Context: an optimization exercise on an open-source flow, tuned for small area, a short achievable clock period and few clock cycles per item. The choices shown serve that exercise and are no tape-out recipe.
At most, simulation tests tie the RTL to the original design; equivalence was not proved.
For run 4, only the layout was checked, not whether the RTL still works.
Power is estimated from default activity; no workload was simulated.

### flow/config.mk
export PLATFORM = sky130hd
export DESIGN_NAME = core
export DESIGN_NICKNAME = core
export VERILOG_FILES = /design/flow/design.v
export SDC_FILE = /design/flow/constraint.sdc
export NUM_CORES = 4
export LEC_CHECK = 0
export CAP_MARGIN = 20
export CORE_MARGIN = 2
export CORE_UTILIZATION = 25
export PLACE_DENSITY = 0.45
export SLEW_MARGIN = 20
### flow/constraint.sdc
create_clock -name core_clock -period 10.0 [get_ports {clk}]
set_input_delay 2.0000 -clock core_clock [delete_from_list [all_inputs] [get_ports {clk}]]
set_output_delay 2.0000 -clock core_clock [all_outputs]
set_load 0.01 [all_outputs]
### flow/design.v
module registers (
    input rst,
    input clk,
    input [4:0] r1_addr,
    input [4:0] r2_addr,
    input [4:0] rd1_addr,  
    input [4:0] rd2_addr,  
    input [31:0] rd1_data,
    input [31:0] rd2_data,
    output reg [31:0]  r1_data,
    output reg [31:0]  r2_data
);
reg [31:0] r [0:31];
always @ (*)
    if (r1_addr == 0) r1_data = 0;
    else if (r1_addr == rd2_addr) r1_data = rd2_data;
    else if (r1_addr == rd1_addr) r1_data = rd1_data;
    else r1_data = r[r1_addr];
always @ (*)
    if (r2_addr == 0) r2_data = 0;
    else if (r2_addr == rd2_addr) r2_data = rd2_data;
    else if (r2_addr == rd1_addr) r2_data = rd1_data;
    else r2_data = r[r2_addr];
integer i;
always @ (posedge clk, posedge rst)
if (rst)
    for (i = 0; i < 32; i = i + 1) r[i] <= 0;
else begin
    if (rd1_addr != 0) r[rd1_addr] <= rd1_data;
    if (rd2_addr != 0) r[rd2_addr] <= rd2_data;
end
endmodule
module instr_fetch(
    input rst,
    input clk,
    input en,
    input pc_set,
    input [31:0] pc_data,
    input [31:0] mem_data,
    output reg [31:0] mem_addr,
    output wire [31:0] ir,
    output reg [31:0] pc
);
assign ir = mem_data;
always @ (posedge clk, posedge rst)
begin
    if (rst) pc <= 0;
    else if (en)
    begin
        if (pc_set)
        begin
            mem_addr <= pc_data;
            pc <= pc_data + 4;
        end
        else
        begin
            mem_addr <= pc;
            pc <= pc + 4;
        end
    end
end
endmodule
module instr_decode(
    input rst,
    input clk,
    input en,
    input [31:0] ir_in,
    input [31:0] r1_data,
    input [31:0] r2_data,
    output reg [4:0] r1_addr,
    output reg [4:0] r2_addr,
    output wire [4:0] rd,
    output reg [31:0] op1,
    output reg [31:0] op2,
    output reg [12:0] offset,
    output wire [6:0] opcode,
    output wire [2:0] funct3,
    output wire [6:0] funct7
);
reg [31:0] ir;
wire [4:0] rs1, rs2;
assign opcode = ir[6:0];
assign rs1 = ir[19:15];
assign rs2 = ir[24:20];
assign rd = ir[11:7];
assign funct3 = ir[14:12];
assign funct7 = ir[31:25];
always @ (posedge clk, posedge rst)
if (rst) ir <= 0;
else if (en) ir <= ir_in;
always @ (*)
begin
    r1_addr = 0;
    r2_addr = 0;
    op1 = 0;
    op2 = 0;
    offset = 0;
    case (opcode)
    7'b0110011: begin
        r1_addr = rs1;
        op1 = r1_data;
        r2_addr = rs2;
        op2 = r2_data;
    end
    7'b0010011: begin
        r1_addr = rs1;
        op1 = r1_data;
        if (funct3 == 3'b001 || funct3 == 3'b101)
            op2 = ir[24:20];
        else
            op2 = { {20{ir[31]}}, ir[31:20] };
    end
    7'b1100011: begin
        r1_addr = rs1;
        op1 = r1_data;
        r2_addr = rs2;
        op2 = r2_data;
        offset = { ir[31], ir[7], ir[30:25], ir[11:8], 1'b0 };
    end
    default: ;
    endcase
end
endmodule
module instr_exec(
    input clk,
    input rst,
    input en,
    input [6:0] opcode,
    input [2:0] funct3,
    input [6:0] funct7,
    input [31:0] op1,
    input [31:0] op2,
    input [12:0] offset,
    input [31:0] pc,
    input [4:0] rd,
    output reg [4:0] reg_addr,
    output reg [31:0] reg_data,
    output reg [31:0] pc_data,
    output reg pc_set
);
wire alt = (opcode == 7'b0110011 || funct3 == 3'b101) && funct7 != 0;
always @ (posedge clk, posedge rst)
if (rst) begin
    reg_addr <= 0;
    pc_set <= 0;
end
else if (en) begin
    case (opcode)
    0: begin
        reg_addr <= 0;
        pc_set <= 0;
    end
    7'b0110011, 7'b0010011: begin
        reg_addr <= rd;
        pc_set <= 0;
        case (funct3)
        3'b000:
            if (!alt) reg_data <= op1 + op2;  
            else reg_data <= op1 + ~op2 + 1'b1;  
        3'b001: reg_data <= op1 << op2[4:0];
        3'b010: reg_data <= ($signed(op1) < $signed(op2)) ? 1 : 0;
        3'b011: reg_data <= (op1 < op2) ? 1 : 0;
        3'b100: reg_data <= op1 ^ op2;
        3'b101:
            if (!alt) reg_data <= op1 >> op2[4:0];  
            else reg_data <= $signed(op1) >>> op2[4:0];  
        3'b110: reg_data <= op1 | op2;
        3'b111: reg_data <= op1 & op2;
        endcase
    end
    7'b1100011: begin
        reg_addr <= 0;
        pc_data <= pc + { {19{offset[12]}}, offset[12:0] };
        case (funct3)
        3'b000: pc_set <= op1 == op2;
        3'b001: pc_set <= op1 != op2;
        3'b100: pc_set <= $signed(op1) < $signed(op2);
        3'b101: pc_set <= $signed(op1) >= $signed(op2);
        3'b110: pc_set <= op1 < op2;
        3'b111: pc_set <= op1 >= op2;
        default: pc_set <= 0;
        endcase
    end
    default: ;
    endcase
end
endmodule
module core (
    input [31:0] data_in,
    input rst,
    input clk,
    output wire [31:0] addr,
    output wire [31:0] data_out,
    output wire mem_ren,
    output wire mem_wen
);
wire fetch;
wire decode;
wire execute;
reg [2:0] state;
reg [2:0] next_state;
wire [31:0] fetch_ir, fetch_pc;
wire [4:0] r1_addr, r2_addr, rd1_addr, rd2_addr, decode_rd;
wire [31:0] r1_data, r2_data, rd1_data, rd2_data, decode_op1, decode_op2, exec_pc;
wire [12:0] decode_offset;
wire [6:0] decode_opcode, decode_funct7;
wire [2:0] decode_funct3;
wire exec_pc_set;
assign fetch = state == 3'b001;
assign decode = state == 3'b010;
assign execute = state == 3'b011;
assign mem_ren = fetch;
assign mem_wen = 1'b0;
assign data_out = 0;
always @ (posedge clk, posedge rst)
    if (rst) state <= 3'b000;
    else state <= next_state;
always @ (*)
    case (state)
    3'b001: next_state = 3'b010;
    3'b010: next_state = 3'b011;
    3'b011: next_state = 3'b001;
    default: next_state = 3'b001;
    endcase
registers registers (
    .rst(rst),
    .clk(clk),
    .r1_addr(r1_addr),
    .r2_addr(r2_addr),
    .rd1_addr(rd1_addr),
    .rd2_addr(5'd0),
    .rd1_data(rd1_data),
    .rd2_data(32'd0),
    .r1_data(r1_data),
    .r2_data(r2_data)
);
instr_fetch instr_fetch (
    .clk(clk),
    .rst(rst),
    .en(next_state == 3'b001),
    .pc_set(exec_pc_set),
    .pc_data(exec_pc),
    .mem_data(data_in),
    .mem_addr(addr),
    .ir(fetch_ir),
    .pc(fetch_pc)
);
instr_decode instr_decode (
    .clk(clk),
    .rst(rst),
    .en(fetch),
    .ir_in(fetch_ir),
    .r1_data(r1_data),
    .r2_data(r2_data),
    .r1_addr(r1_addr),
    .r2_addr(r2_addr),
    .rd(decode_rd),
    .op1(decode_op1),
    .op2(decode_op2),
    .offset(decode_offset),
    .opcode(decode_opcode),
    .funct3(decode_funct3),
    .funct7(decode_funct7)
);
instr_exec instr_exec (
    .clk(clk),
    .rst(rst),
    .en(decode),
    .opcode(decode_opcode),
    .funct3(decode_funct3),
    .funct7(decode_funct7),
    .op1(decode_op1),
    .op2(decode_op2),
    .offset(decode_offset),
    .pc(addr),
    .rd(decode_rd),
    .reg_addr(rd1_addr),
    .reg_data(rd1_data),
    .pc_data(exec_pc),
    .pc_set(exec_pc_set)
);
endmodule
### flow/run.sh
#!/bin/bash
# synth_recipe.tcl (not shown) runs the flow's synth.tcl, then flattens the netlist and writes it again
# the make line also repeats each setting of config.mk as NAME=value (left out here)
make -C /OpenROAD-flow-scripts/flow DESIGN_CONFIG=/design/flow/config.mk WORK_HOME=/design/flow/orfs CLKGATE_MAP_FILE= SYNTH_SCRIPT=/design/flow/synth_recipe.tcl finish
==> flow_metrics.py, run 1 <==
metrics = {
    "detailed_routing": {
        "drc_errors": 0,
        "firstDrtPassIters": 11,
        "via_per_inst": 6.44,
        "vias": 66300,
        "wl_per_cell_um": 41.4,
        "first_iter_violations": 12800,
        "ant_nets": 0,
        "drt_wl_total_um": 427000,
    },
    "finish": {
        "layout-drive-gt1-share_pct": 28.3,
        "final_core_util_pct": 29.3,
        "multi_input_area_um2": 37700,
        "finalNonFillerCells": 10300,
        "regArea_um2": 29500,
        "fillCellCount": 28600,
        "area_growth_pct": 16.4,
        "nets": 6615,
    },
    "timing": {
        "slew_violations": 0,
        "skew_ps": 46.5,
        "slew_headroom_pct": 3.29,
        "final_hold_viol_count": 0,
        "rsz0062_at_grt": "false",
        "max_freq_mhz": 112,
        "post-route-period-util_pct": 88.9,
        "worst_pin_slew_ps": 1440,
        "tns_ps": 0,
        "fin_ws_ps": 1110,
        "period_needed_ps": 8890,
        "finalSetupViolCount": 0,
    },
    "synthesis": {
        "yosysTopAreaCellShare_pct": 38.3,
        "seq_area_frac_synth_pct": 42.4,
        "ys_ff_latch": 1160,
        "synth_area_leader_cell": "dfrtp_1",
        "synth-edff-count": 96,
        "ys_types": 112,
        "ys_async_sr_fraction_pct": 91.7,
        "syn_area_um2": 69600,
        "synth_area_leaders": "dfrtp_1 38%, mux2_2 17%, a22oi_1 5.1%",
        "ys.flop_type": "dfrtp_1",
        "synth.avg_cell_area_um2": 10.7,
        "yosysWarningCount": 6,
        "synthCells": 6490,
    },
    "critical_path": {
        "cp_max_fo": 50,
        "critical_path_class": "flop to flop",
        "cp-start-kind": "flop",
        "cp-end-kind": "flop",
        "crit_arrival_ps": 9430,
        "crit_required_ps": 10540,
        "reg2reg_to": "instr_exec.reg_data[31]$_DFFE_PP_",
        "rrSetupSlack_ps": 1110,
        "rr_startpoint": "instr_decode.ir[6]$_DFFE_PP0P_",
        "reg2reg_depth": 21,
    },
    "worst_hold_path": {
        "min_from": "instr_fetch.mem_addr[0]$_DFFE_PP_",
        "holdPathStages": 0,
        "hold_end": "instr_exec.pc_data[0]$_DFFE_PP_",
        "hp-class": "flop to flop",
    },
    "clock_tree": {
        "ctsHoldBuffers": 0,
        "cts-root-buf": "clkbuf_16",
        "clk_pin_slew_ps": 70,
        "htree_levels": 4,
        "cts-buffers-inserted": 144,
        "cts.sinks": 1160,
        "clk_path_buf_depth": 3,
        "insertion_delay_ps": 870,
        "post_cts_resized": 0,
        "cts_tree": "yes",
        "cts_setup_buffers": 0,
    },
    "global_routing": {
        "antenna_found_initial": 32,
        "track_usage_pct": 29.0,
        "grt_pass1_wl_um": 568000,
        "gr-total-overflow": 0,
        "grt_max_degree": 162,
        "first_global_vias": 62300,
    },
    "outcome": {
        "status": "complete, no violations",
    },
    "place": {
        "portBuffers": 66,
        "placed_cells": 10000,
        "gp_congestion": 1.02,
        "dp_slack_ps": 1680,
        "post-dp-hpwl_um": 278000,
    },
    "floorplan": {
        "boundaryPins": 100,
        "dieArea_um2": 283000,
        "coreArea_um2": 277000,
        "initial_utilization_pct": 25.1,
        "die_w_um": 532,
        "num_rows": 193,
        "die_h_um": 532,
    },
    "power_and_ir_drop": {
        "ir_drop_mv": 0.125,
        "p_per_area_nw_per_um2": 192,
        "fin_total_pwr_uw": 15500,
        "p_leak_uw": 0.0336,
    },
    "job": {
        "maxCapViolations": 0,
    },
}
[final cells by class]
class                           count  share of cell area (%)
Multi-Input combinational cell   4606                    46.6
Clock inverter                     50                   0.995
Timing Repair Buffer              399                    4.35
Inverter                          136                   0.635
Tap cell                         3705                    5.72
Sequential cell                  1160                    36.4
Antenna cell                       28                  0.0865
Clock buffer                      210                    5.22
[synth_stat cells (31+ instances only)]
library cell and number:
a2111oi_0 47, a211oi_1 41, a21oi_1 163, a221oi_1 108
a222oi_1 100, a22o_1 134, a22oi_1 470, a32oi_1 63
and2_1 31, and3_1 48, buf_1 75, buf_2 111
buf_4 59, clkbuf_1 356, dfrtp_1 1064, edfxtp_1 96
ha_1 131, inv_1 128, mux2_2 1081, mux2i_1 126
nand2_1 337, nand2b_1 34, nand3_1 202, nand4_1 148
nor2_1 242, nor2b_1 43, nor3_1 117, nor4_1 51
o211ai_1 74, o21ai_0 210, xnor2_1 69
[logic make-up (layout without fill, tap and decap cells)]
kind of cell | count (synthesis) | in the layout | share of synthesized area [%]
xor gates and xnor gates | 87 | 87 | 1.12
muxes | 1208 | 1208 | 19.3
DFF | 1160 | 1160 | 42.4
buffers and inverters | 756 | 795 | 4.82
adders and majority gates | 134 | 134 | 2.44
other | 1 | 61 | 0.00539
and+or+nand+nor | 1419 | 1419 | 10.6
AOI/OAI and AO/OA | 1725 | 1725 | 19.2
[worst max-delay path by stage]
stage / from / endpoint / slack [ps] / cells past startpoint
6_report: instr_decode.ir[6]$_DFFE_PP0P_ / instr_exec.reg_data[31]$_DFFE_PP_ / 1110 / 21
5_1_grt: instr_decode.ir[6]$_DFFE_PP0P_ / instr_exec.reg_data[31]$_DFFE_PP_ / 1230 / 21
4_1_cts: instr_decode.ir[6]$_DFFE_PP0P_ / instr_exec.reg_data[31]$_DFFE_PP_ / 1650 / 21
3_5_place_dp: instr_decode.ir[6]$_DFFE_PP0P_ / instr_exec.reg_data[31]$_DFFE_PP_ / 1680 / 21
3_3_place_gp: instr_decode.ir[6]$_DFFE_PP0P_ / instr_exec.reg_data[31]$_DFFE_PP_ / 1600 / 24
2_1_floorplan: rst / instr_exec.pc_data[0]$_DFFE_PP_ / -9290 / 3
[worst max-delay path, cell delays in order (launching register included)]
cell and delay (ps):
dfrtp_1 600, nand2b_4 860, buf_4 470, a2111oi_4 140, buf_4 390, a22oi_1 270, nand4_1 120, nor4_1 860
a21oi_2 390, ha_1 440, nand2b_1 180, a221oi_1 630, o21bai_1 280, o311a_1 420, o311a_1 350, o21ai_0 380
nand4_1 500, a31oi_1 370, a2111oi_0 140, a211oi_1 330, xor2_1 220, o211ai_1 130
[flip-flops by register name, summed over array words and instances (netlist names)]
| register | cells |
|---|---|
| instr_exec.reg_data | 32 |
| instr_fetch.pc | 32 |
| instr_decode.ir | 32 |
| instr_fetch.mem_addr | 32 |
| state | 2 |
| instr_exec.pc_set | 1 |
| instr_exec.pc_data | 32 |
| instr_exec.reg_addr | 5 |
| registers.r | 992 |
[metal layers]
metal / wire length, um / part of all wire [%] / global-route usage (%)
met5: 314 / 0.074 / 0.422
met4: 33900 / 7.9 / 19.4
met3: 53000 / 12 / 9.84
met2: 171000 / 40 / 40.4
met1: 168000 / 39 / 37.5
[power breakdown]
group          leakage (uW)  switching (uW)  internal [uW]  total [uW]
combinational        0.0162            1710           1270        2980
sequential           0.0150            1170           5700        6860
clock               0.00245            2320           3370        5690
total                0.0336            5190          10300       15500
[cell usage in the layout (no fill, tap or decap), types with 23 or more instances in the layout]
| cell type | count |
|---|---|
| inv_1 | 127 |
| nand3b_1 | 23 |
| o21ai_0 | 209 |
| a32oi_1 | 63 |
| a31oi_1 | 28 |
| clkbuf_1 | 33 |
| and2_1 | 27 |
| a2111oi_0 | 45 |
| diode_2 | 28 |
| a22o_1 | 134 |
| buf_4 | 301 |
| nor3_1 | 98 |
| conb_1 | 33 |
| nor2b_1 | 40 |
| nand4_1 | 148 |
| a2111oi_4 | 34 |
| a211oi_1 | 36 |
| nor2_1 | 224 |
| nand2_1 | 326 |
| a222oi_1 | 100 |
| mux2_2 | 1081 |
| a21o_1 | 24 |
| xnor2_1 | 69 |
| a221oi_1 | 108 |
| nand2b_1 | 34 |
| a22oi_1 | 470 |
| and3_1 | 48 |
| a21oi_1 | 160 |
| buf_12 | 25 |
| mux2i_1 | 126 |
| o211ai_1 | 74 |
| clkdlybuf4s50_1 | 66 |
| ha_1 | 130 |
| nor4_1 | 40 |
| clkbuf_16 | 148 |
| dfrtp_1 | 1053 |
| clkbuf_8 | 29 |
| edfxtp_1 | 96 |
| nand3_1 | 197 |
[metrics by stage]
stage                     instance area (um2)  hold slack (ps)
after global routing                    81000              494
after global placement                  75700              446
final                                   81000              463
after CTS                               80800              474
after detailed placement                75800              458
after floorplan                         69700              446
Testbench counts, summed over its fixed seeds: cycles 154,959, instrs 51,525.
==> run 2: changes to the inputs <==
==> flow/design.v (replaced) <==
module core (
    input [31:0] data_in,
    input rst,
    input clk,
    output wire [31:0] addr,
    output wire [31:0] data_out,
    output wire mem_ren,
    output wire mem_wen
);
assign data_out = 32'd0;
assign mem_wen = 1'b0;
reg run;
always @(posedge clk, posedge rst)
    if (rst) run <= 1'b0;
    else run <= 1'b1;
assign mem_ren = run;
reg [31:0] ea, eb;       
reg [2:0]  ef3;          
reg        ealt;         
reg [4:0]  erd;          
reg        ebr;          
reg [29:0] epc;          
reg [10:0] eoff;         
wire [31:0] sum = ealt ? ea - eb : ea + eb;
wire        ltu = ea < eb;
wire        lts = $signed(ea) < $signed(eb);
wire        eq  = ea == eb;
wire [31:0] sra = $signed(ea) >>> eb[4:0];
wire [31:0] srl = ea >> eb[4:0];
reg [31:0] res;
always @(*)
    case (ef3)
    3'b000: res = sum;
    3'b001: res = ea << eb[4:0];
    3'b010: res = {31'd0, lts};
    3'b011: res = {31'd0, ltu};
    3'b100: res = ea ^ eb;
    3'b101: res = ealt ? sra : srl;
    3'b110: res = ea | eb;
    default: res = ea & eb;
    endcase
wire cond  = ef3[2] ? (ef3[1] ? ltu : lts) : eq;
wire taken = ebr & (cond ^ ef3[0]);
wire [29:0] pc_seq = epc + 30'd1;
wire [29:0] pc_tgt = epc + {{19{eoff[10]}}, eoff};
wire [29:0] fpc = taken ? pc_tgt : pc_seq;
assign addr = {fpc, 2'b00};
reg [31:0] r [1:31];
reg [31:1] v;
integer i;
always @(posedge clk)
    for (i = 1; i < 32; i = i + 1)
        if (erd == i) r[i] <= res;
always @(posedge clk, posedge rst)
    if (rst) v <= 31'd0;
    else
        for (i = 1; i < 32; i = i + 1)
            if (erd == i) v[i] <= 1'b1;
wire [31:0] ins = data_in;
wire [4:0]  rs1 = ins[19:15];
wire [4:0]  rs2 = ins[24:20];
wire [2:0]  f3  = ins[14:12];
wire        is_br  = ins[6];         
wire        is_imm = ~ins[5];        
wire fwd1 = (rs1 == erd) && (erd != 5'd0);
wire fwd2 = (rs2 == erd) && (erd != 5'd0);
reg [31:0] rd1, rd2;
always @(*) begin
    rd1 = 32'd0;
    rd2 = 32'd0;
    for (i = 1; i < 32; i = i + 1) begin
        if (rs1 == i && v[i]) rd1 = rd1 | r[i];
        if (rs2 == i && v[i]) rd2 = rd2 | r[i];
    end
end
wire [31:0] opa = fwd1 ? res : rd1;
wire [31:0] opb = is_imm ? {{20{ins[31]}}, ins[31:20]} : (fwd2 ? res : rd2);
always @(posedge clk) begin
    ea   <= opa;
    eb   <= opb;
    ef3  <= f3;
    ealt <= ins[30] & (ins[5] | f3 == 3'b101);
    eoff <= {ins[31], ins[7], ins[30:25], ins[11:9]};
end
always @(posedge clk, posedge rst)
    if (rst) begin
        erd <= 5'd0;
        ebr <= 1'b0;
        epc <= 30'h3ffffffe;     
    end else begin
        erd <= (run && !is_br) ? ins[11:7] : 5'd0;
        ebr <= run && is_br;
        epc <= fpc;
    end
endmodule
==> flow_metrics.py, run 2 <==
metrics = {
    "place": {
        "dpl_cell_area_um2": 60900,
        "gp_congestion": 0.919,
        "post-dp-hpwl_um": 172000,
        "dp_slack_ps": 664,
        "portBuffers": 59,
    },
    "timing": {
        "finalSetupViolCount": 0,
        "slew_violations": 0,
        "fin_ws_ps": 483,
        "post-route-period-util_pct": 95.2,
        "slew_headroom_pct": 12.1,
        "skew_ps": 35.3,
        "max_freq_mhz": 105,
        "final_hold_viol_count": 0,
        "rsz0062_at_grt": "false",
        "period_needed_ps": 9520,
        "worst_pin_slew_ps": 1300,
        "holdWs_ps": 482,
        "tns_ps": 0,
    },
    "synthesis": {
        "synth_area_leaders": "edfxtp_1 53%, a221oi_1 4.8%, a22o_1 4.7%",
        "yosysWarningCount": 2,
        "synth.avg_cell_area_um2": 12.5,
        "ys_types": 96,
        "syn_area_um2": 56300,
        "yosysTopAreaCellShare_pct": 52.9,
        "yosysMostFrequentCell": "edfxtp_1",
        "synth_area_leader_cell": "edfxtp_1",
        "synth-edff-count": 992,
        "seq_area_frac_synth_pct": 58.8,
        "synth_common_cells": "992 x edfxtp_1, 308 x a221oi_1, 307 x a22oi_1, 304 x clkbuf_1, 302 x a22o_1",
        "synthCells": 4496,
        "ys_ff_latch": 1139,
        "ys_async_sr_fraction_pct": 5.97,
        "ys.flop_type": "edfxtp_1",
    },
    "finish": {
        "nets": 4656,
        "largest_register_ffs": 992,
        "largestRegisters": "r x992, ea x32, eb x32",
        "final_cell_mix": "992 x edfxtp_1, 308 x a221oi_1, 307 x a22oi_1",
        "layout-drive-gt1-share_pct": 14.4,
        "fillCellCount": 22600,
        "top_register": "r",
        "area_growth_pct": 15.9,
        "layout_commonest_cell": "edfxtp_1",
        "post-route-cell-area_um2": 65300,
    },
    "floorplan": {
        "dieArea_um2": 229000,
        "initial_utilization_pct": 25.1,
        "die_h_um": 479,
        "coreArea_um2": 224000,
        "die_w_um": 479,
        "boundaryPins": 100,
        "num_rows": 174,
    },
    "global_routing": {
        "track_usage_pct": 25.6,
        "grt_max_degree": 76,
        "grt_pass1_wl_um": 406000,
        "antenna_found_initial": 20,
        "first_global_vias": 45600,
        "gr-total-overflow": 0,
    },
    "critical_path": {
        "cp-end-kind": "output port",
        "cp_top_family": "compound AO/OA/AOI/OAI gates",
        "reg2reg_depth": 24,
        "cp-start-kind": "flop",
        "path_buf_inv": 4,
        "crit_arrival_ps": 7520,
        "crit_cells": 25,
        "critical_path_class": "flop to output port",
        "cp_max_fo": 10,
        "crit_slowest_cell": "clkdlybuf4s50_1",
        "max_stage_delay_ps": 640,
        "crit_required_ps": 8000,
    },
    "power_and_ir_drop": {
        "p_leak_uw": 0.0218,
        "p_per_area_nw_per_um2": 193,
        "ir_drop_mv": 0.136,
        "fin_total_pwr_uw": 12600,
    },
    "detailed_routing": {
        "vias": 48900,
        "via_per_inst": 6.44,
        "first_iter_violations": 9810,
        "drt_wl_total_um": 306000,
        "drc_errors": 0,
        "ant_nets": 0,
        "wl_per_cell_um": 40.3,
        "firstDrtPassIters": 11,
    },
    "clock_tree": {
        "cts-root-buf": "clkbuf_16",
        "cts-buffers-inserted": 130,
        "clk_pin_slew_ps": 60,
        "ctsHoldBuffers": 0,
        "htree_levels": 4,
        "post_cts_resized": 2,
        "insertion_delay_ps": 800,
        "cts_tree": "yes",
        "clk_path_buf_depth": 3,
        "cts_setup_buffers": 0,
        "cts.sinks": 1139,
    },
    "outcome": {
        "status": "complete, no violations",
    },
    "worst_hold_path": {
        "hp-class": "flop to flop",
        "holdPathStages": 1,
    },
    "job": {
        "maxCapViolations": 0,
    },
}
-- run 2: per-stage QoR --
stage	instances	utilization, %
floorplan	4530	-
global placement	7352	27.1
detailed placement	7352	27.1
CTS	7586	29.0
global route	7588	29.1
finish	7601	29.1
-- run 2: layer usage --
layer	part of all wire [%]	vias to the layer above	track usage [%]	wire [um]
met5	0.029	-	0	90
met4	6.9	10	14.6	21100
met3	13	1207	8.42	40600
met2	43	4607	38.7	132000
met1	37	24700	32.0	113000
li1	-	18400	-	-
-- run 2: cell type report --
type	count	area (um2)	share of cell area (%)
sequential	1139	33100	50.8
multi-input combinational	2849	21600	33.1
tap	2992	3740	5.74
clock buffer	167	3470	5.32
timing repair buffer	250	2040	3.13
clock inverter	67	801	1.23
inverter	123	462	0.708
antenna	14	35.0	0.0537
-- run 2: logic make-up after synthesis --
family | synth area share [%]
AOI/OAI and AO/OA | 22.1
xor gates and xnor gates | 0.851
adders and majority gates | 2.91
buffers and inverters | 3.97
DFF | 58.8
muxes | 3.02
other | 0.0133
and+or+nand+nor | 8.34
-- run 2: path summary, 6_finish.rpt --
| path | end | slack (ps) | startpoint |
|---|---|---|---|
| setup / recovery | addr[30] | 480 | ea[16]$_DFF_P_ |
| hold / removal | v[22]$_DFFE_PP0N_ | 480 | v[22]$_DFFE_PP0N_ |
| setup reg to reg | epc[22]$_DFF_PP1_ | 3760 | ea[16]$_DFF_P_ |
| hold reg to reg | v[22]$_DFFE_PP0N_ | 480 | v[22]$_DFFE_PP0N_ |
| max in group asynchronous | v[14]$_DFFE_PP0N_ | 7360 | rst |
| min in group asynchronous | epc[7]$_DFF_PP1_ | 1730 | rst |
-- run 2: power by group --
group / switching [uW] / internal, uW / total [uW]
Clock: 2130 / 2780 / 4910
Sequential: 98.2 / 5470 / 5570
Combinational: 1400 / 715 / 2120
Testbench counts of run 2, summed over its fixed seeds: cycles 51,909, instrs 51,525.
==> run 3: changes to the inputs <==
--- a/flow/design.v
+++ b/flow/design.v
@@ -22,9 +22,17 @@
 reg [29:0] epc;          
 reg [10:0] eoff;         
 wire [31:0] sum = ealt ? ea - eb : ea + eb;
-wire        ltu = ea < eb;
-wire        lts = $signed(ea) < $signed(eb);
-wire        eq  = ea == eb;
+reg  [31:0] cp, cg;
+wire        eq = &cp;
+reg         lt;
+integer k;
+always @(*) begin
+    lt = 1'b0;
+    for (k = 0; k < 32; k = k + 1)
+        lt = cg[k] | (cp[k] & lt);
+end
+wire        altu = ea < eb;
+wire        alts = $signed(ea) < $signed(eb);
 wire [31:0] sra = $signed(ea) >>> eb[4:0];
 wire [31:0] srl = ea >> eb[4:0];
 reg [31:0] res;
@@ -32,18 +40,18 @@
     case (ef3)
     3'b000: res = sum;
     3'b001: res = ea << eb[4:0];
-    3'b010: res = {31'd0, lts};
-    3'b011: res = {31'd0, ltu};
+    3'b010: res = {31'd0, alts};
+    3'b011: res = {31'd0, altu};
     3'b100: res = ea ^ eb;
     3'b101: res = ealt ? sra : srl;
     3'b110: res = ea | eb;
     default: res = ea & eb;
     endcase
-wire cond  = ef3[2] ? (ef3[1] ? ltu : lts) : eq;
+wire cond  = ef3[2] ? lt : eq;
 wire taken = ebr & (cond ^ ef3[0]);
 wire [29:0] pc_seq = epc + 30'd1;
 wire [29:0] pc_tgt = epc + {{19{eoff[10]}}, eoff};
-wire [29:0] fpc = taken ? pc_tgt : pc_seq;
+wire [29:0] fpc = ({30{taken}} & pc_tgt) | ({30{~taken}} & pc_seq);
 assign addr = {fpc, 2'b00};
 reg [31:0] r [1:31];
 reg [31:1] v;
@@ -78,6 +86,8 @@
 always @(posedge clk) begin
     ea   <= opa;
     eb   <= opb;
+    cp   <= ~(opa ^ opb);
+    cg   <= {f3[1] ? ~opa[31] & opb[31] : opa[31] & ~opb[31], ~opa[30:0] & opb[30:0]};
     ef3  <= f3;
     ealt <= ins[30] & (ins[5] | f3 == 3'b101);
     eoff <= {ins[31], ins[7], ins[30:25], ins[11:9]};
==> flow/config.mk (replaced) <==
export PLATFORM = sky130hd
export DESIGN_NAME = core
export DESIGN_NICKNAME = core
export VERILOG_FILES = /design/flow/design.v
export SDC_FILE = /design/flow/constraint.sdc
export NUM_CORES = 4
export LEC_CHECK = 0
export ABC_CLOCK_PERIOD_IN_PS = 5000
export CAP_MARGIN = 20
export CORE_MARGIN = 2
export CORE_UTILIZATION = 40
export PLACE_DENSITY = 0.6
export SETUP_SLACK_MARGIN = 4.5
export SLEW_MARGIN = 20
==> flow_metrics.py, run 3 <==
metrics = {
    "outcome": {
        "status": "complete, no violations",
    },
    "synthesis": {
        "synth_area_leaders": "edfxtp_1 50%, a22oi_1 5.0%, dfxtp_1 4.9%",
        "ys_async_sr_fraction_pct": 5.65,
        "synthAdderAreaFrac_pct": 3.49,
        "yosysMostFrequentCell": "edfxtp_1",
        "ys.flop_type": "edfxtp_1",
        "synth_xor_area_share_pct": 1.04,
        "syn_area_um2": 59000,
        "ys_ff_latch": 1203,
        "synth-simple-area-share_pct": 8.75,
        "synthCells": 4768,
        "synth-edff-count": 992,
        "synth_top_family_by_area": "compound AO/OA/AOI/OAI gates",
        "seq_area_frac_synth_pct": 58.3,
        "synth_mux_area_share_pct": 3.27,
        "ys_types": 97,
        "synth_area_leader_cell": "edfxtp_1",
        "synth_common_cells": "992 x edfxtp_1, 393 x a22oi_1, 321 x clkbuf_1, 268 x a221oi_1, 261 x a22o_1",
        "synth.avg_cell_area_um2": 12.4,
        "synth-compound-area-share_pct": 21.2,
        "yosysWarningCount": 2,
        "yosysTopAreaCellShare_pct": 50.5,
    },
    "critical_path": {
        "crit_slowest_cell": "dfstp_2",
        "cp-start-kind": "flop",
        "reg2reg_depth": 16,
        "critical_path_class": "flop to output port",
        "path_cells": "ha_4, a211oi_4, o21ai_2, a211oi_2, o211ai_1, a22oi_2, o311a_1, o21ai_2, a311oi_2, mux2_4, xnor2_2, buf_4",
        "crit_required_ps": 8000,
        "max_stage_delay_ps": 570,
        "crit_arrival_ps": 3820,
        "cp-end-kind": "output port",
        "cp_common_cell": "o21ai_2",
        "cp_max_fo": 4,
    },
    "global_routing": {
        "track_usage_pct": 36.0,
        "grt_pass1_wl_um": 381000,
        "first_global_vias": 48300,
        "gr-total-overflow": 0,
        "antenna_found_initial": 17,
        "grt_max_degree": 69,
    },
    "clock_tree": {
        "clk_path_buf_depth": 3,
        "insertion_delay_ps": 810,
        "cts-root-buf": "clkbuf_16",
        "cts_tree": "yes",
        "ctsHoldBuffers": 0,
        "cts-buffers-inserted": 117,
        "htree_levels": 3,
        "clk_pin_slew_ps": 60,
        "cts.sinks": 1203,
    },
    "timing": {
        "slew_headroom_pct": 16.6,
        "finalSetupViolCount": 0,
        "slew_violations": 0,
        "worst_pin_slew_ps": 1250,
        "tns_ps": 0,
        "skew_ps": 81.7,
        "post-route-period-util_pct": 58.2,
        "period_needed_ps": 5820,
        "fin_ws_ps": 4180,
        "max_freq_mhz": 172,
        "rsz0062_at_grt": "true",
        "final_hold_viol_count": 0,
    },
    "detailed_routing": {
        "ant_nets": 0,
        "via_per_inst": 7.55,
        "firstDrtPassIters": 15,
        "wl_per_cell_um": 41.3,
        "drt_wl_total_um": 282000,
        "first_iter_violations": 12300,
        "vias": 51500,
        "drc_errors": 0,
    },
    "floorplan": {
        "num_rows": 140,
        "coreArea_um2": 146000,
        "boundaryPins": 100,
        "die_w_um": 388,
        "dieArea_um2": 151000,
        "die_h_um": 388,
        "initial_utilization_pct": 40.4,
    },
    "finish": {
        "area_growth_pct": 14.5,
        "largest_register_ffs": 992,
        "layout-drive-gt1-share_pct": 17.3,
        "top_register": "r",
        "layout_commonest_cell": "edfxtp_1",
        "nets": 4995,
        "final_cell_mix": "992 x edfxtp_1, 392 x a22oi_1, 267 x a221oi_1",
    },
    "place": {
        "gp_congestion": 0.978,
        "portBuffers": 59,
        "dp_slack_ps": 3090,
        "post-dp-hpwl_um": 161000,
    },
    "power_and_ir_drop": {
        "ir_drop_mv": 0.167,
        "p_leak_uw": 0.0236,
        "p_per_area_nw_per_um2": 197,
    },
    "worst_hold_path": {
        "hp-class": "flop to flop",
        "holdPathStages": 1,
    },
    "job": {
        "maxCapViolations": 0,
    },
}
run 3: cell families (layout without fill, tap and decap cells):
family | count (synthesis) | in the layout
AOI/OAI and AO/OA | 1635 | 1635
xor gates and xnor gates | 70 | 70
adders and majority gates | 163 | 163
buffers and inverters | 567 | 659
DFF | 1203 | 1203
muxes | 118 | 118
other | 2 | 45
and+or+nand+nor | 1010 | 1010
run 3: report_power, final:
part,switching [uW],total (uW),internal (uW)
logic,1630,2680,1050
registers,210,5980,5770
clock network,2060,4660,2600
total,3900,13300,9420
run 3: path summary, 6_finish.rpt:
kind / end / slack, ps / from
setup / recovery: addr[31] / 4180 / epc[1]$_DFF_PP1_
hold / removal: v[14]$_DFFE_PP0N_ / 490 / v[14]$_DFFE_PP0N_
setup reg to reg: cg[31]$_DFF_P_ / 4720 / eb[3]$_DFF_P_
hold reg to reg: v[14]$_DFFE_PP0N_ / 490 / v[14]$_DFFE_PP0N_
max in group asynchronous: v[22]$_DFFE_PP0N_ / 7750 / rst
min in group asynchronous: erd[0]$_DFF_PP0_ / 1750 / rst
run 3: layout make-up:
class | instances | area [um2]
diodes | 9 | 22.5
clock buffers | 144 | 3120
clock inverters | 71 | 870
fillers | 13000 | 78500
inverters | 143 | 541
multi-input cells | 3032 | 23600
flip-flops and latches | 1203 | 34400
well taps | 1917 | 2400
repair buffers | 301 | 2610
run 3: metrics by stage:
stage	total power [uW]	instances	hold WS, ps	utilization, %	instance area [um2]
3_5_place_dp	8240	6517	463	42.4	62000
4_1_cts	12900	6767	479	45.6	66700
3_3_place_gp	8220	6517	457	42.4	62000
6_report	13300	6820	485	46.2	67600
5_1_grt	13700	6811	490	46.2	67500
2_1_floorplan	7390	4802	446	-	59100
run 3: repair_timing:
action / in CTS / in global routing
resized for setup: 212 / 137
pin swaps: 30 / 48
setup endpoints to repair: 84 / 48
gates cloned: 4 / 3
buffers inserted: 31 / 39
run 3: routing by layer:
metal	global-route usage, %	vias to the layer above	wire [um]
met5	1.34	-	410
met4	21.5	29	22800
met2	50.8	5515	114000
met1	44.7	24900	94400
met3	16.4	1630	50000
li1	-	19400	-
run 3: worst max-delay path, delay by kind of cell (launching register included):
family                     cells  cell delay [ps]
muxes                          1              200
adders and majority gates      1              220
xor gates and xnor gates       1              110
DFF                            1              570
AOI/OAI and AO/OA              8             1800
buffers and inverters          1              170
Testbench counts of run 3, summed over its fixed seeds: cycles 51,909, instrs 51,525.
==> run 4: changes to the inputs <==
==> flow/design.v (replaced) <==
module core (
    input [31:0] data_in,
    input rst,
    input clk,
    output wire [31:0] addr,
    output wire [31:0] data_out,
    output wire mem_ren,
    output wire mem_wen
);
assign data_out = 32'd0;
assign mem_wen = 1'b0;
reg run;
always @(posedge clk, posedge rst)
    if (rst) run <= 1'b0;
    else run <= 1'b1;
assign mem_ren = run;
reg [31:0] ea, eb;       
reg [2:0]  ef3;          
reg        ealt;         
reg [4:0]  erd;          
reg        ebr;          
reg [29:0] eseq;         
reg [29:0] etgt;         
wire [32:0] sum1 = {ea, 1'b1} + {eb, ealt};
wire [31:0] sum = sum1[32:1];
reg  [31:0] cp, cg;
integer k;
reg         ccin, cinv;
reg  [31:0] tg [0:5];
reg  [31:0] tp [0:5];
integer l, j;
always @(*) begin
    tg[0] = cg;
    tp[0] = cp;
    for (l = 0; l < 5; l = l + 1) begin
        tg[l+1] = 32'd0;
        tp[l+1] = 32'd0;
        for (j = 0; j < (16 >> l); j = j + 1) begin
            tg[l+1][j] = tg[l][2*j+1] | (tp[l][2*j+1] & tg[l][2*j]);
            tp[l+1][j] = tp[l][2*j+1] & tp[l][2*j];
        end
    end
end
wire cmp = tg[5][0] | (tp[5][0] & ccin);
reg  [32:0] sa;
reg  [4:0]  sh;
wire [32:0] sr = $signed(sa) >>> sh;
reg  [31:0] sl;
always @(*)
    for (k = 0; k < 32; k = k + 1)
        sl[k] = sr[31-k];
reg [31:0] res;
always @(*)
    case (ef3)
    3'b000: res = sum;
    3'b001: res = sl;
    3'b010: res = {31'd0, cmp};
    3'b011: res = {31'd0, cmp};
    3'b100: res = ea ^ eb;
    3'b101: res = sr[31:0];
    3'b110: res = ea | eb;
    default: res = ea & eb;
    endcase
wire taken = ebr & (cmp ^ cinv);
wire [29:0] fpc = ({30{taken}} & etgt) | ({30{~taken}} & eseq);
assign addr = {fpc, 2'b00};
reg [31:0] r [1:31];
reg [31:1] v;
integer i;
always @(posedge clk)
    for (i = 1; i < 32; i = i + 1)
        if (erd == i) r[i] <= res;
always @(posedge clk, posedge rst)
    if (rst) v <= 31'd0;
    else
        for (i = 1; i < 32; i = i + 1)
            if (erd == i) v[i] <= 1'b1;
wire [31:0] ins = data_in;
wire [4:0]  rs1 = ins[19:15];
wire [4:0]  rs2 = ins[24:20];
wire [2:0]  f3  = ins[14:12];
wire        is_br  = ins[6];         
wire        is_imm = ~ins[5];        
wire is_shift   = ~is_br & (f3[1:0] == 2'b01);        
wire is_sub     = ~is_br & ~is_imm & ins[30] & (f3 == 3'b000);    
wire cmp_eq     = is_br & ~f3[2];                   
wire cmp_signed = is_br ? ~f3[1] : ~f3[0];           
wire fwd1 = (rs1 == erd) && (erd != 5'd0);
wire fwd2 = (rs2 == erd) && (erd != 5'd0);
reg [31:0] rd1, rd2;
always @(*) begin
    rd1 = 32'd0;
    rd2 = 32'd0;
    for (i = 1; i < 32; i = i + 1) begin
        if (rs1 == i && v[i]) rd1 = rd1 | r[i];
        if (rs2 == i && v[i]) rd2 = rd2 | r[i];
    end
end
wire [31:0] opa = fwd1 ? res : rd1;
reg  [31:0] opa_rev;
always @(*)
    for (k = 0; k < 32; k = k + 1)
        opa_rev[k] = opa[31-k];
wire [31:0] opb = is_imm ? {{20{ins[31]}}, ins[31:20]} : (fwd2 ? res : rd2);
always @(posedge clk) begin
    ea   <= opa;
    eb   <= opb ^ {32{is_sub}};
    sa   <= {is_shift & f3[2] & ins[30] & opa[31], (f3[2] ? opa : opa_rev) & {32{is_shift}}};
    sh   <= opb[4:0] & {5{is_shift}};
    cp   <= ~(opa ^ opb);
    cg   <= {cmp_signed ? opa[31] & ~opb[31] : ~opa[31] & opb[31], ~opa[30:0] & opb[30:0]} & {32{~cmp_eq}};
    ccin <= cmp_eq;
    cinv <= is_br & f3[0];
    ef3  <= f3;
    ealt <= is_sub;
    etgt <= fpc + {{20{ins[31]}}, ins[7], ins[30:25], ins[11:9]};
end
always @(posedge clk, posedge rst)
    if (rst) begin
        erd <= 5'd0;
        ebr <= 1'b0;
        eseq <= 30'h3fffffff;    
    end else begin
        erd <= (run && !is_br) ? ins[11:7] : 5'd0;
        ebr <= run && is_br;
        eseq <= fpc + 30'd1;
    end
endmodule
==> flow/config.mk (replaced) <==
export PLATFORM = sky130hd
export DESIGN_NAME = core
export DESIGN_NICKNAME = core
export VERILOG_FILES = /design/flow/design.v
export SDC_FILE = /design/flow/constraint.sdc
export NUM_CORES = 4
export LEC_CHECK = 0
export CAP_MARGIN = 20
export CORE_MARGIN = 2
export CORE_UTILIZATION = 40
export CTS_BUF_LIST = sky130_fd_sc_hd__clkbuf_4 sky130_fd_sc_hd__clkbuf_8
export PLACE_DENSITY = 0.6
export SETUP_SLACK_MARGIN = 5
export SLEW_MARGIN = 20
==> flow_metrics.py, run 4 <==
metrics = {
    "floorplan": {
        "coreArea_um2": 147000,
        "boundaryPins": 100,
        "dieArea_um2": 151000,
        "initial_utilization_pct": 40.2,
        "die_h_um": 389,
        "num_rows": 141,
        "die_w_um": 389,
    },
    "finish": {
        "largestRegisters": "r x992, sa x33",
        "layout_commonest_cell": "edfxtp_1",
        "post-route-cell-area_um2": 68200,
        "final_cell_mix": "992 x edfxtp_1, 358 x a22oi_1, 278 x a221oi_1",
        "largest_register_ffs": 992,
        "top_register": "r",
        "fillCellCount": 13100,
        "final_core_util_pct": 46.3,
        "layout-drive-gt1-share_pct": 19.9,
        "area_growth_pct": 15.2,
        "nets": 4973,
    },
    "detailed_routing": {
        "wl_per_cell_um": 40.4,
        "via_per_inst": 7.38,
        "drt_wl_total_um": 279000,
        "drc_errors": 0,
        "firstDrtPassIters": 14,
        "first_iter_violations": 11700,
        "vias": 51000,
        "ant_nets": 0,
    },
    "clock_tree": {
        "htree_levels": 4,
        "cts.sinks": 1262,
        "cts-buffers-inserted": 201,
        "cts_tree": "yes",
        "ctsHoldBuffers": 0,
        "clk_path_buf_depth": 3,
        "clk_pin_slew_ps": 70,
        "insertion_delay_ps": 990,
        "cts-root-buf": "clkbuf_8",
    },
    "synthesis": {
        "yosysTopAreaCellShare_pct": 50.3,
        "synth-edff-count": 992,
        "ys_async_sr_fraction_pct": 5.39,
        "yosysMostFrequentCell": "edfxtp_1",
        "seq_area_frac_synth_pct": 60.1,
        "synth.avg_cell_area_um2": 12.6,
        "synth_area_leader_cell": "edfxtp_1",
        "ys_types": 101,
        "yosysWarningCount": 4,
        "synth_area_leaders": "edfxtp_1 50%, dfxtp_1 6.8%, a22oi_1 4.5%",
        "synthCells": 4681,
        "ys_ff_latch": 1262,
        "synth_common_cells": "992 x edfxtp_1, 358 x a22oi_1, 295 x clkbuf_1, 280 x a221oi_1, 272 x a22o_1",
        "ys.flop_type": "edfxtp_1",
        "syn_area_um2": 59200,
    },
    "critical_path": {
        "cp_common_cell": "a21oi_2",
        "path_buf_inv": 3,
        "max_stage_delay_ps": 440,
        "critPathLaunch": "cg[10]$_DFF_P_",
        "rr_startpoint": "cg[10]$_DFF_P_",
        "crit_required_ps": 8000,
        "crit_slowest_cell": "o311a_4",
        "cp_top_family": "compound AO/OA/AOI/OAI gates",
        "critical_path_class": "flop to output port",
        "crit_arrival_ps": 3440,
        "cp-end-kind": "output port",
        "cp-start-kind": "flop",
        "path_cells": "a21oi_2, a21oi_2, o31ai_1, o211ai_1, buf_4, or2_4, o311a_4, buf_16, mux2_4, buf_6",
        "cp_max_fo": 8,
    },
    "power_and_ir_drop": {
        "clkPwrFrac_pct": 35.9,
        "ir_drop_mv": 0.148,
        "combPwrFrac_pct": 18.6,
        "p_per_area_nw_per_um2": 201,
        "p_leak_uw": 0.0243,
        "p_sw_uw": 3940,
        "power.internal_uw": 9760,
        "pwr-share-seq_pct": 45.5,
        "switching_share_pct": 28.7,
    },
    "place": {
        "dpl_cell_area_um2": 62100,
        "post-dp-hpwl_um": 157000,
        "dp_slack_ps": 2950,
        "portBuffers": 59,
        "gp_congestion": 0.980,
    },
    "timing": {
        "max_freq_mhz": 184,
        "final_hold_viol_count": 0,
        "slew_headroom_pct": 15.5,
        "skew_ps": 68.9,
        "fin_ws_ps": 4560,
        "post-route-period-util_pct": 54.4,
        "finalSetupViolCount": 0,
        "slew_violations": 0,
        "period_needed_ps": 5440,
        "rsz0062_at_grt": "true",
        "tns_ps": 0,
        "worst_pin_slew_ps": 1270,
    },
    "global_routing": {
        "grt_pass1_wl_um": 377000,
        "gr-total-overflow": 0,
        "track_usage_pct": 35.7,
        "grt_max_degree": 69,
        "first_global_vias": 47400,
        "antenna_found_initial": 16,
    },
    "worst_hold_path": {
        "min_from": "v[8]$_DFFE_PP0N_",
        "hp-class": "flop to flop",
    },
    "job": {
        "maxCapViolations": 0,
    },
    "outcome": {
        "status": "complete, no violations",
    },
}
run 4: cell count changes after synthesis, moves of 31 or more:
cell / change
o22ai_1: +33
ha_1: -33
nor2_1: -112
mux2i_1: +31
a22oi_1: -35
dfxtp_1: +59
or4_1: -43
and2_1: +33
a21oi_1: -54
o21ai_1: -35
run 4: cells by family after synthesis:
kind of cell | count (synthesis) | share of synthesized area, %
AOI/OAI and AO/OA | 1534 | 20.0
and+or+nand+nor | 962 | 8.58
other | 2 | 0.0127
muxes | 155 | 3.57
DFF | 1262 | 60.1
buffers and inverters | 563 | 3.91
adders and majority gates | 129 | 2.75
xor gates and xnor gates | 74 | 1.10
run 4: metal layers:
layer	wire (um)	vias up	global-route usage, %
li1	-	19200	-
met1	93700	24700	43.8
met2	114000	5574	50.8
met3	47500	1561	15.8
met4	24000	24	23.1
met5	578	-	0.191
run 4: through the flow:
| step | std cells | hold slack (ps) | total power [uW] |
|---|---|---|---|
| after global routing | 6914 | 501 | 14100 |
| after CTS | 6876 | 481 | 13400 |
| after floorplan | 4715 | 390 | 7530 |
| final | 6916 | 486 | 13700 |
| after detailed placement | 6451 | 406 | 8310 |
| after global placement | 6451 | 415 | 8300 |
run 4: area by class of cell:
type                    count  area (um2)  share of cell area (%)
inverters                 152         581                   0.851
clock buffers             272        3390                    4.97
clock inverters           103        1010                    1.49
multi-input cells        2890       22500                    33.0
diodes                      4        10.0                  0.0147
repair buffers            301        2660                    3.90
repair inverters            2        10.0                  0.0147
well taps                1930        2410                    3.54
flip-flops and latches   1262       35600                    52.2
run 4: final timing paths:
path,end,slack (ps),depth (start not counted)
min in group asynchronous,v[20]$_DFFE_PP0N_,1660,3
max in group asynchronous,ebr$_DFF_PP0_,7690,3
setup / recovery,addr[6],4560,10
setup reg to reg,etgt[29]$_DFF_P_,4890,21
hold / removal,v[8]$_DFFE_PP0N_,490,1
hold reg to reg,v[8]$_DFFE_PP0N_,490,1
run 4: worst reg2reg max path, stage by stage, from the launching register on:
cell,delay [ps]
dfxtp_1,310
a21oi_2,140
a21oi_2,70
o31ai_1,230
o211ai_1,120
buf_4,190
or2_4,260
o311a_4,440
buf_16,240
mux2i_4,180
inv_2,80
buf_6,120
ha_1,260
a21o_1,230
a2111o_1,480
a311o_1,380
a2111o_1,480
a211oi_2,250
or3_4,170
a211oi_1,80
a211oi_2,200
xnor2_1,100
run 4: power groups by stage:
stage	registers (uW)	logic, uW	clock network [uW]
floorplan	6250	1280	0
global placement	6300	2000	0
detailed placement	6300	2010	0
CTS	6220	2320	4890
global route	6260	2690	5120
finish	6230	2550	4910
run 4: what timing repair did:
item | 4_1_cts | 5_1_grt
setup buffers | 45 | 33
pin swaps | 17 | 27
resized for setup | 294 | 81
cloned | 5 | 2
endpoints found under the setup margin | 147 | 121
==> run 5: changes to the inputs <==
--- a/flow/design.v
+++ b/flow/design.v
@@ -23,25 +23,25 @@
 reg [29:0] etgt;         
 wire [32:0] sum1 = {ea, 1'b1} + {eb, ealt};
 wire [31:0] sum = sum1[32:1];
-reg  [31:0] cp, cg;
+reg  [15:0] cp, cg;       
+reg         ccin, cinv;
 integer k;
-reg         ccin, cinv;
-reg  [31:0] tg [0:5];
-reg  [31:0] tp [0:5];
+reg  [15:0] tg [0:4];
+reg  [15:0] tp [0:4];
 integer l, j;
 always @(*) begin
     tg[0] = cg;
     tp[0] = cp;
-    for (l = 0; l < 5; l = l + 1) begin
-        tg[l+1] = 32'd0;
-        tp[l+1] = 32'd0;
-        for (j = 0; j < (16 >> l); j = j + 1) begin
+    for (l = 0; l < 4; l = l + 1) begin
+        tg[l+1] = 16'd0;
+        tp[l+1] = 16'd0;
+        for (j = 0; j < (8 >> l); j = j + 1) begin
             tg[l+1][j] = tg[l][2*j+1] | (tp[l][2*j+1] & tg[l][2*j]);
             tp[l+1][j] = tp[l][2*j+1] & tp[l][2*j];
         end
     end
 end
-wire cmp = tg[5][0] | (tp[5][0] & ccin);
+wire cmp = tg[4][0] | (tp[4][0] & ccin);
 reg  [32:0] sa;
 reg  [4:0]  sh;
 wire [32:0] sr = $signed(sa) >>> sh;
@@ -97,6 +97,8 @@
     end
 end
 wire [31:0] opa = fwd1 ? res : rd1;
+wire [31:0] bp = ~(opa ^ opb);
+wire [31:0] bg = {cmp_signed ? opa[31] & ~opb[31] : ~opa[31] & opb[31], ~opa[30:0] & opb[30:0]} & {32{~cmp_eq}};
 reg  [31:0] opa_rev;
 always @(*)
     for (k = 0; k < 32; k = k + 1)
@@ -107,8 +109,10 @@
     eb   <= opb ^ {32{is_sub}};
     sa   <= {is_shift & f3[2] & ins[30] & opa[31], (f3[2] ? opa : opa_rev) & {32{is_shift}}};
     sh   <= opb[4:0] & {5{is_shift}};
-    cp   <= ~(opa ^ opb);
-    cg   <= {cmp_signed ? opa[31] & ~opb[31] : ~opa[31] & opb[31], ~opa[30:0] & opb[30:0]} & {32{~cmp_eq}};
+    for (k = 0; k < 16; k = k + 1) begin
+        cp[k] <= bp[2*k+1] & bp[2*k];
+        cg[k] <= bg[2*k+1] | (bp[2*k+1] & bg[2*k]);
+    end
     ccin <= cmp_eq;
     cinv <= is_br & f3[0];
     ef3  <= f3;
--- a/flow/config.mk
+++ b/flow/config.mk
@@ -8,7 +8,6 @@
 export CAP_MARGIN = 20
 export CORE_MARGIN = 2
 export CORE_UTILIZATION = 40
-export CTS_BUF_LIST = sky130_fd_sc_hd__clkbuf_4 sky130_fd_sc_hd__clkbuf_8
 export PLACE_DENSITY = 0.6
 export SETUP_SLACK_MARGIN = 5
 export SLEW_MARGIN = 20
==> flow_metrics.py, run 5 <==
metrics = {
    "detailed_routing": {
        "via_per_inst": 7.36,
        "vias": 49200,
        "wl_per_cell_um": 39.7,
        "first_iter_violations": 11000,
        "drt_wl_total_um": 266000,
        "firstDrtPassIters": 12,
        "drc_errors": 0,
        "ant_nets": 0,
    },
    "power_and_ir_drop": {
        "switching_share_pct": 27.8,
        "ir_drop_mv": 0.163,
        "p_sw_uw": 3670,
        "combPwrFrac_pct": 18.3,
        "power.internal_uw": 9520,
        "fin_total_pwr_uw": 13200,
        "clkPwrFrac_pct": 35.5,
        "pwr-share-seq_pct": 46.2,
        "p_leak_uw": 0.0236,
        "p_per_area_nw_per_um2": 197,
    },
    "clock_tree": {
        "cts-root-buf": "clkbuf_16",
        "clk_path_buf_depth": 3,
        "insertion_delay_ps": 810,
        "htree_levels": 3,
        "cts.sinks": 1230,
        "cts-buffers-inserted": 121,
        "cts_tree": "yes",
        "clk_pin_slew_ps": 60,
    },
    "place": {
        "post-dp-hpwl_um": 152000,
        "dp_slack_ps": 3460,
        "gp_congestion": 0.997,
        "dpl_cell_area_um2": 61200,
        "portBuffers": 59,
    },
    "critical_path": {
        "rr_startpoint": "cg[1]$_DFF_P_",
        "cp_max_fo": 6,
        "cp-start-kind": "flop",
        "reg2reg_to": "etgt[26]$_DFF_P_",
        "cp-end-kind": "output port",
        "crit_arrival_ps": 3260,
        "crit_required_ps": 8000,
        "rrSetupSlack_ps": 5000,
        "critical_path_class": "flop to output port",
        "reg2reg_depth": 24,
    },
    "timing": {
        "rsz0062_at_grt": "true",
        "finalSetupViolCount": 0,
        "final_hold_viol_count": 0,
        "skew_ps": 123,
        "period_needed_ps": 5260,
        "max_freq_mhz": 190,
        "fin_ws_ps": 4740,
        "slew_violations": 0,
        "post-route-period-util_pct": 52.6,
        "slew_headroom_pct": 21.2,
        "tns_ps": 0,
        "worst_pin_slew_ps": 1180,
    },
    "finish": {
        "largestRegisters": "r x992, sa x33",
        "largest_register_ffs": 992,
        "final_cell_mix": "992 x edfxtp_1, 405 x a22oi_1, 248 x a22o_1",
        "layout-drive-gt1-share_pct": 18.0,
        "top_register": "r",
        "layout_commonest_cell": "edfxtp_1",
        "final_core_util_pct": 46.5,
        "nets": 4834,
        "post-route-cell-area_um2": 67000,
        "area_growth_pct": 15.2,
    },
    "floorplan": {
        "boundaryPins": 100,
        "coreArea_um2": 144000,
        "num_rows": 139,
        "die_w_um": 385,
        "dieArea_um2": 148000,
        "die_h_um": 385,
        "initial_utilization_pct": 40.4,
    },
    "synthesis": {
        "synth.avg_cell_area_um2": 12.6,
        "synth_area_leader_cell": "edfxtp_1",
        "synth_area_leaders": "edfxtp_1 51%, dfxtp_1 5.9%, a22oi_1 5.2%",
        "seq_area_frac_synth_pct": 60.1,
        "yosysMostFrequentCell": "edfxtp_1",
        "syn_area_um2": 58100,
        "ys_ff_latch": 1230,
        "yosysTopAreaCellShare_pct": 51.3,
        "synthCells": 4616,
        "synth-edff-count": 992,
        "ys_async_sr_fraction_pct": 5.53,
        "synth_common_cells": "992 x edfxtp_1, 405 x a22oi_1, 308 x clkbuf_1, 248 x a22o_1, 247 x a221oi_1",
        "ys.flop_type": "edfxtp_1",
        "yosysWarningCount": 4,
        "ys_types": 94,
    },
    "worst_hold_path": {
        "min_from": "etgt[0]$_DFF_P_",
        "holdPathStages": 1,
        "hold_end": "eseq[0]$_DFF_PP1_",
        "hp-class": "flop to flop",
    },
    "job": {
        "maxCapViolations": 0,
    },
    "outcome": {
        "status": "complete, no violations",
    },
    "global_routing": {
        "track_usage_pct": 34.7,
        "grt_max_degree": 69,
        "antenna_found_initial": 17,
        "grt_pass1_wl_um": 360000,
        "first_global_vias": 45600,
        "gr-total-overflow": 0,
    },
}
run 5: changes by cell type after synthesis, sizes merged, moves of 26 or more:
cell,change
a221oi,-33
a22oi,+46
dfxtp,-32
nand2,-26
nor2,+52
o21ai,+33
run 5: layer usage:
layer / share of wire (%) / GRT usage, % / routed length, um / vias to the layer above
met4: 8.5 / 21.1 / 22600 / 23
met5: 0.18 / 0.942 / 472 / -
met2: 41 / 49.5 / 108000 / 5203
li1: - / - / - / 18700
met3: 17 / 14.9 / 44100 / 1538
met1: 34 / 43.4 / 91000 / 23700
run 5: power groups by stage:
| stage | logic (uW) | clock network, uW | registers, uW |
|---|---|---|---|
| 3_5_place_dp | 1960 | 0 | 6170 |
| 3_3_place_gp | 1940 | 0 | 6160 |
| 5_1_grt | 2570 | 4880 | 6110 |
| 6_report | 2420 | 4680 | 6090 |
| 2_1_floorplan | 1270 | 0 | 6110 |
| 4_1_cts | 2240 | 4660 | 6080 |
run 5: how the worst max path moves through the flow:
stage	startpoint	endpoint	slack, ps	depth (start not counted)
2_1_floorplan	cp[9]$_DFF_P_	etgt[28]$_DFF_P_	5110	23
3_3_place_gp	data_in[15]	cg[3]$_DFF_P_	3490	13
3_5_place_dp	data_in[20]	cg[14]$_DFF_P_	3460	14
4_1_cts	ccin$_DFF_P_	addr[26]	4610	12
5_1_grt	ccin$_DFF_P_	addr[29]	4670	12
6_report	ccin$_DFF_P_	addr[18]	4740	12
run 5: critical path: stages (launching register included):
cell and delay (ps):
dfxtp_2 320, a211oi_2 200, o21a_1 180, o211ai_1 200, a211oi_4 270, buf_6 160, nor3_2 40, nand3b_1 200
buf_4 160, buf_12 140, clkbuf_16 160, mux2_4 320, buf_6 140
run 5: cells by family (layout without fill, tap and decap cells):
family                     after synthesis  after routing  synth area share (%)
other                                    2             51                0.0129
adders and majority gates              129            129                  2.80
muxes                                  150            150                  3.64
and+or+nand+nor                        960            960                  8.60
DFF                                   1230           1230                  60.1
AOI/OAI and AO/OA                     1517           1517                  19.7
xor gates and xnor gates                89             89                  1.34
buffers and inverters                  539            662                  3.80
run 5: layout make-up:
type | count | area (um2)
multi-input cells | 2881 | 22400
well taps | 1903 | 2380
clock buffers | 149 | 3230
diodes | 15 | 37.5
clock inverters | 76 | 777
flip-flops and latches | 1230 | 34900
repair buffers | 302 | 2700
inverters | 135 | 507
fillers | 12600 | 76900
run 5: what timing repair did:
item                       4_1_cts  5_1_grt
gates cloned                     3        1
setup endpoints to repair      160       80
hold buffers                     0        0
pin swaps                       20       31
gates resized for setup        375       57
setup buffers                   50       27
run 5: through the flow:
step                cells  hold WS [ps]
floorplan            4650           390
global placement     6369           418
detailed placement   6370           421
CTS                  6648           421
global route         6676           477
finish               6691           461
Testbench counts of run 5, summed over its fixed seeds: cycles 51,909, instrs 51,525.
==> run 6: changes to the inputs <==
--- a/flow/config.mk
+++ b/flow/config.mk
@@ -7,7 +7,10 @@
 export LEC_CHECK = 0
 export CAP_MARGIN = 20
 export CORE_MARGIN = 2
-export CORE_UTILIZATION = 40
-export PLACE_DENSITY = 0.6
+export CORE_UTILIZATION = 50
+export CTS_CLUSTER_DIAMETER = 150
+export CTS_CLUSTER_SIZE = 20
+export PLACE_DENSITY = 0.65
 export SETUP_SLACK_MARGIN = 5
 export SLEW_MARGIN = 20
+export TNS_END_PERCENT = 0
==> flow_metrics.py, run 6 <==
metrics = {
    "global_routing": {
        "busiest_layer": "met2",
        "use_met3_pct": 20.0,
        "track_usage_pct": 42.1,
        "gr-usage-met1_pct": 52.2,
        "grt_max_degree": 69,
        "grt_pass1_wl_um": 347000,
        "first_global_vias": 44500,
        "grt.met2_usage_pct": 58.9,
        "antenna_found_initial": 3,
        "gr-total-overflow": 0,
    },
    "critical_path": {
        "crit_arrival_ps": 6080,
        "path_cells": "clkdlybuf4s50_1, nor3b_1, and3_2, buf_4, buf_4, a22oi_1, nand3_1, nor3_1, nand2_1, o21a_1, inv_1, ha_1, a21oi_1, nor2_1",
        "reg2reg_depth": 25,
        "rrSetupSlack_ps": 4780,
        "cp-start-kind": "input pin",
        "crit_required_ps": 10590,
        "cp_common_cell": "buf_4",
        "rr_startpoint": "cp[7]$_DFF_P_",
        "cp_max_fo": 18,
        "path_buf_inv": 4,
        "critical_path_class": "input pin to flop",
        "max_stage_delay_ps": 670,
        "crit_slowest_cell": "clkdlybuf4s50_1",
        "cp-end-kind": "flop",
        "cp_top_family": "buffers and inverters",
        "reg2reg_to": "etgt[28]$_DFF_P_",
    },
    "power_and_ir_drop": {
        "p_per_area_nw_per_um2": 178,
        "ir_drop_mv": 0.166,
        "p_leak_uw": 0.0224,
    },
    "finish": {
        "largest_register_ffs": 992,
        "top_register": "r",
        "nets": 4753,
        "fillCellCount": 9492,
        "final_cell_mix": "992 x edfxtp_1, 405 x a22oi_1, 248 x a22o_1",
        "largestRegisters": "r x992, sa x33",
        "area_growth_pct": 10.1,
        "layout_commonest_cell": "edfxtp_1",
        "layout-drive-gt1-share_pct": 14.8,
    },
    "synthesis": {
        "ys.flop_type": "edfxtp_1",
        "synthCells": 4616,
        "ys_ff_latch": 1230,
        "yosysWarningCount": 4,
        "ys_async_sr_fraction_pct": 5.53,
        "yosysTopAreaCellShare_pct": 51.3,
        "yosysMostFrequentCell": "edfxtp_1",
        "synth_area_leaders": "edfxtp_1 51%, dfxtp_1 5.9%, a22oi_1 5.2%",
        "synth_area_leader_cell": "edfxtp_1",
        "synth.avg_cell_area_um2": 12.6,
        "synth_common_cells": "992 x edfxtp_1, 405 x a22oi_1, 308 x clkbuf_1, 248 x a22o_1, 247 x a221oi_1",
        "synth-edff-count": 992,
        "seq_area_frac_synth_pct": 60.1,
        "syn_area_um2": 58100,
        "ys_types": 94,
    },
    "timing": {
        "tns_ps": 0,
        "post-route-period-util_pct": 54.8,
        "slew_violations": 0,
        "rsz0062_at_grt": "true",
        "skew_ps": 34.3,
        "fin_ws_ps": 4520,
        "finalSetupViolCount": 0,
        "final_hold_viol_count": 0,
        "slew_headroom_pct": 16.2,
        "worst_pin_slew_ps": 1260,
        "period_needed_ps": 5480,
        "max_freq_mhz": 182,
    },
    "detailed_routing": {
        "vias": 48800,
        "firstDrtPassIters": 14,
        "via_per_inst": 7.92,
        "ant_nets": 0,
        "first_iter_violations": 11600,
        "wl_per_cell_um": 41.7,
        "drc_errors": 0,
        "drt_wl_total_um": 256000,
    },
    "clock_tree": {
        "cts-buffers-inserted": 71,
        "cts.sinks": 1230,
        "cts-root-buf": "clkbuf_16",
        "insertion_delay_ps": 720,
        "clk_path_buf_depth": 3,
        "cts_tree": "yes",
        "htree_levels": 3,
        "clk_pin_slew_ps": 90,
    },
    "worst_hold_path": {
        "holdPathStages": 1,
        "min_from": "v[23]$_DFFE_PP0N_",
        "hold_end": "v[23]$_DFFE_PP0N_",
        "hp-class": "flop to flop",
    },
    "outcome": {
        "status": "complete, no violations",
    },
    "place": {
        "post-dp-hpwl_um": 147000,
        "gp_congestion": 0.989,
        "portBuffers": 59,
        "dp_slack_ps": 3500,
    },
    "floorplan": {
        "die_w_um": 345,
        "initial_utilization_pct": 50.2,
        "coreArea_um2": 116000,
        "boundaryPins": 100,
        "dieArea_um2": 119000,
        "num_rows": 125,
        "die_h_um": 345,
    },
    "job": {
        "maxCapViolations": 0,
    },
}
## run 6: cell types whose count changed in the layout (fill, tap and decap cells not counted), sizes merged
cell           change
buf               -35
bufinv            -11
clkbuf            -45
clkdlybuf4s15      +3
clkdlybuf4s50      +4
clkinv            -53
clkinvlp           -7
diode             -10
dlygate4sd2        +1
inv                -2
## run 6: routing by layer
metal  routed length [um]  share of wire [%]
met1                84800                 33
met2               103000                 40
met3                46100                 18
met4                22400                8.7
met5                  442               0.17
## run 6: power breakdown
part | leakage [uW] | internal (uW) | switching (uW) | total, uW
Sequential | 0.0113 | 5900 | 179 | 6080
Combinational | 0.0101 | 880 | 1330 | 2210
Clock | 0.000992 | 1410 | 1700 | 3110
## run 6: per-stage QoR
stage	hold WS (ps)	std cells	area, um2	power (uW)	utilization [%]
floorplan	390	4650	58200	7380	-
global placement	414	5992	60700	8080	52.4
detailed placement	451	5993	60700	8110	52.4
CTS	488	6142	63600	11300	54.9
global route	510	6152	63900	11700	55.2
finish	502	6157	64000	11400	55.3
## run 6: layout make-up
type                       count  area (um2)  area share, %
inverter                     135         507          0.792
sequential                  1230       34900           54.6
timing repair buffer         271        2390           3.74
tap                         1524        1910           2.98
multi-input combinational   2881       22100           34.6
clock buffer                 108        2020           3.16
antenna                        5        12.5         0.0196
clock inverter                 3        36.3         0.0567
## run 6: what timing repair did
item | CTS | global route
gates cloned | 4 | 0
gates resized for setup | 252 | 60
hold buffers | 0 | 0
pin swaps | 11 | 15
setup buffers | 34 | 7
endpoints found under the setup margin | 160 | 143
## run 6: worst max-delay path by stage
stage,slack [ps],from,to,cells past startpoint
2_1_floorplan,5110,cp[9]$_DFF_P_,etgt[28]$_DFF_P_,23
3_3_place_gp,3540,data_in[15],cg[8]$_DFF_P_,13
3_5_place_dp,3500,data_in[22],cp[1]$_DFF_P_,13
4_1_cts,4690,cp[0]$_DFF_P_,addr[22],12
5_1_grt,4640,data_in[15],cp[7]$_DFF_P_,12
6_report,4520,data_in[16],cg[13]$_DFF_P_,14
## run 6: kinds of logic (layout without fill, tap and decap cells)
logic type	count (synthesis)	after routing	share of synthesized area (%)
AOI/OAI and AO/OA	1517	1517	19.7
buffers and inverters	539	517	3.80
xor gates and xnor gates	89	89	1.34
adders and majority gates	129	129	2.80
DFF	1230	1230	60.1
and+or+nand+nor	960	960	8.60
muxes	150	150	3.64
other	2	41	0.0129
## run 6: worst register-to-register path, cell delays in order, from the launching register on
cell	delay (ps)
dfxtp_2	350
and4_4	220
o21ai_2	60
o211ai_1	440
a211oi_4	120
buf_6	160
nor3_2	160
nand3b_1	170
buf_4	130
buf_8	120
buf_16	160
mux2i_4	250
inv_2	70
ha_1	200
inv_1	80
fa_2	220
nor2b_1	60
o31a_1	270
o22a_1	250
a41o_1	300
o41a_1	420
a41oi_2	270
o221ai_2	170
o21ai_2	180
o21ai_1	110
xor2_1	150

-- port drivers added, routing unchanged --
Ports are ideal in the flow. The routed layouts listed here were re-timed in OpenROAD. Step 1 (the two cells are an assumption about what drives the block):
set clk [get_ports {clk}]
set_driving_cell -lib_cell sky130_fd_sc_hd__clkbuf_16 $clk
set_driving_cell -lib_cell sky130_fd_sc_hd__buf_2 [delete_from_list [all_inputs] $clk]
Step 2 also shifts input and output timing later by t, the mid clock arrival at the registers, as if the neighbouring blocks saw the same clock. Slacks: no drivers / after step 1 / after step 2; pairs: no drivers / after step 1.
| run | shift t [ns] | slack for setup (ns) | worst slew at a driven data input, ns |
|---|---|---|---|
| run 1 | 0.928 | 1.109 / 1.109 / 1.109 | 0.06 |
| run 2 | 0.872 | 0.483 / 0.389 / 1.261 | 0.04 |
| run 3 | 0.851 | 4.179 / 4.096 / 3.501 | 0.08 |
| run 4 | 1.030 | 4.562 / 4.487 / 3.871 | 0.07 |
| run 5 | 0.828 | 4.741 / 4.665 / 4.139 | 0.07 |
| run 6 | 0.765 | 4.515 / 4.560 / 3.795 | 0.07 |
After both steps setup and hold are still met in every run listed. The setup slack of run 6, which loses most, moves by +0.045 ns with the drivers and by -0.720 ns with both steps.
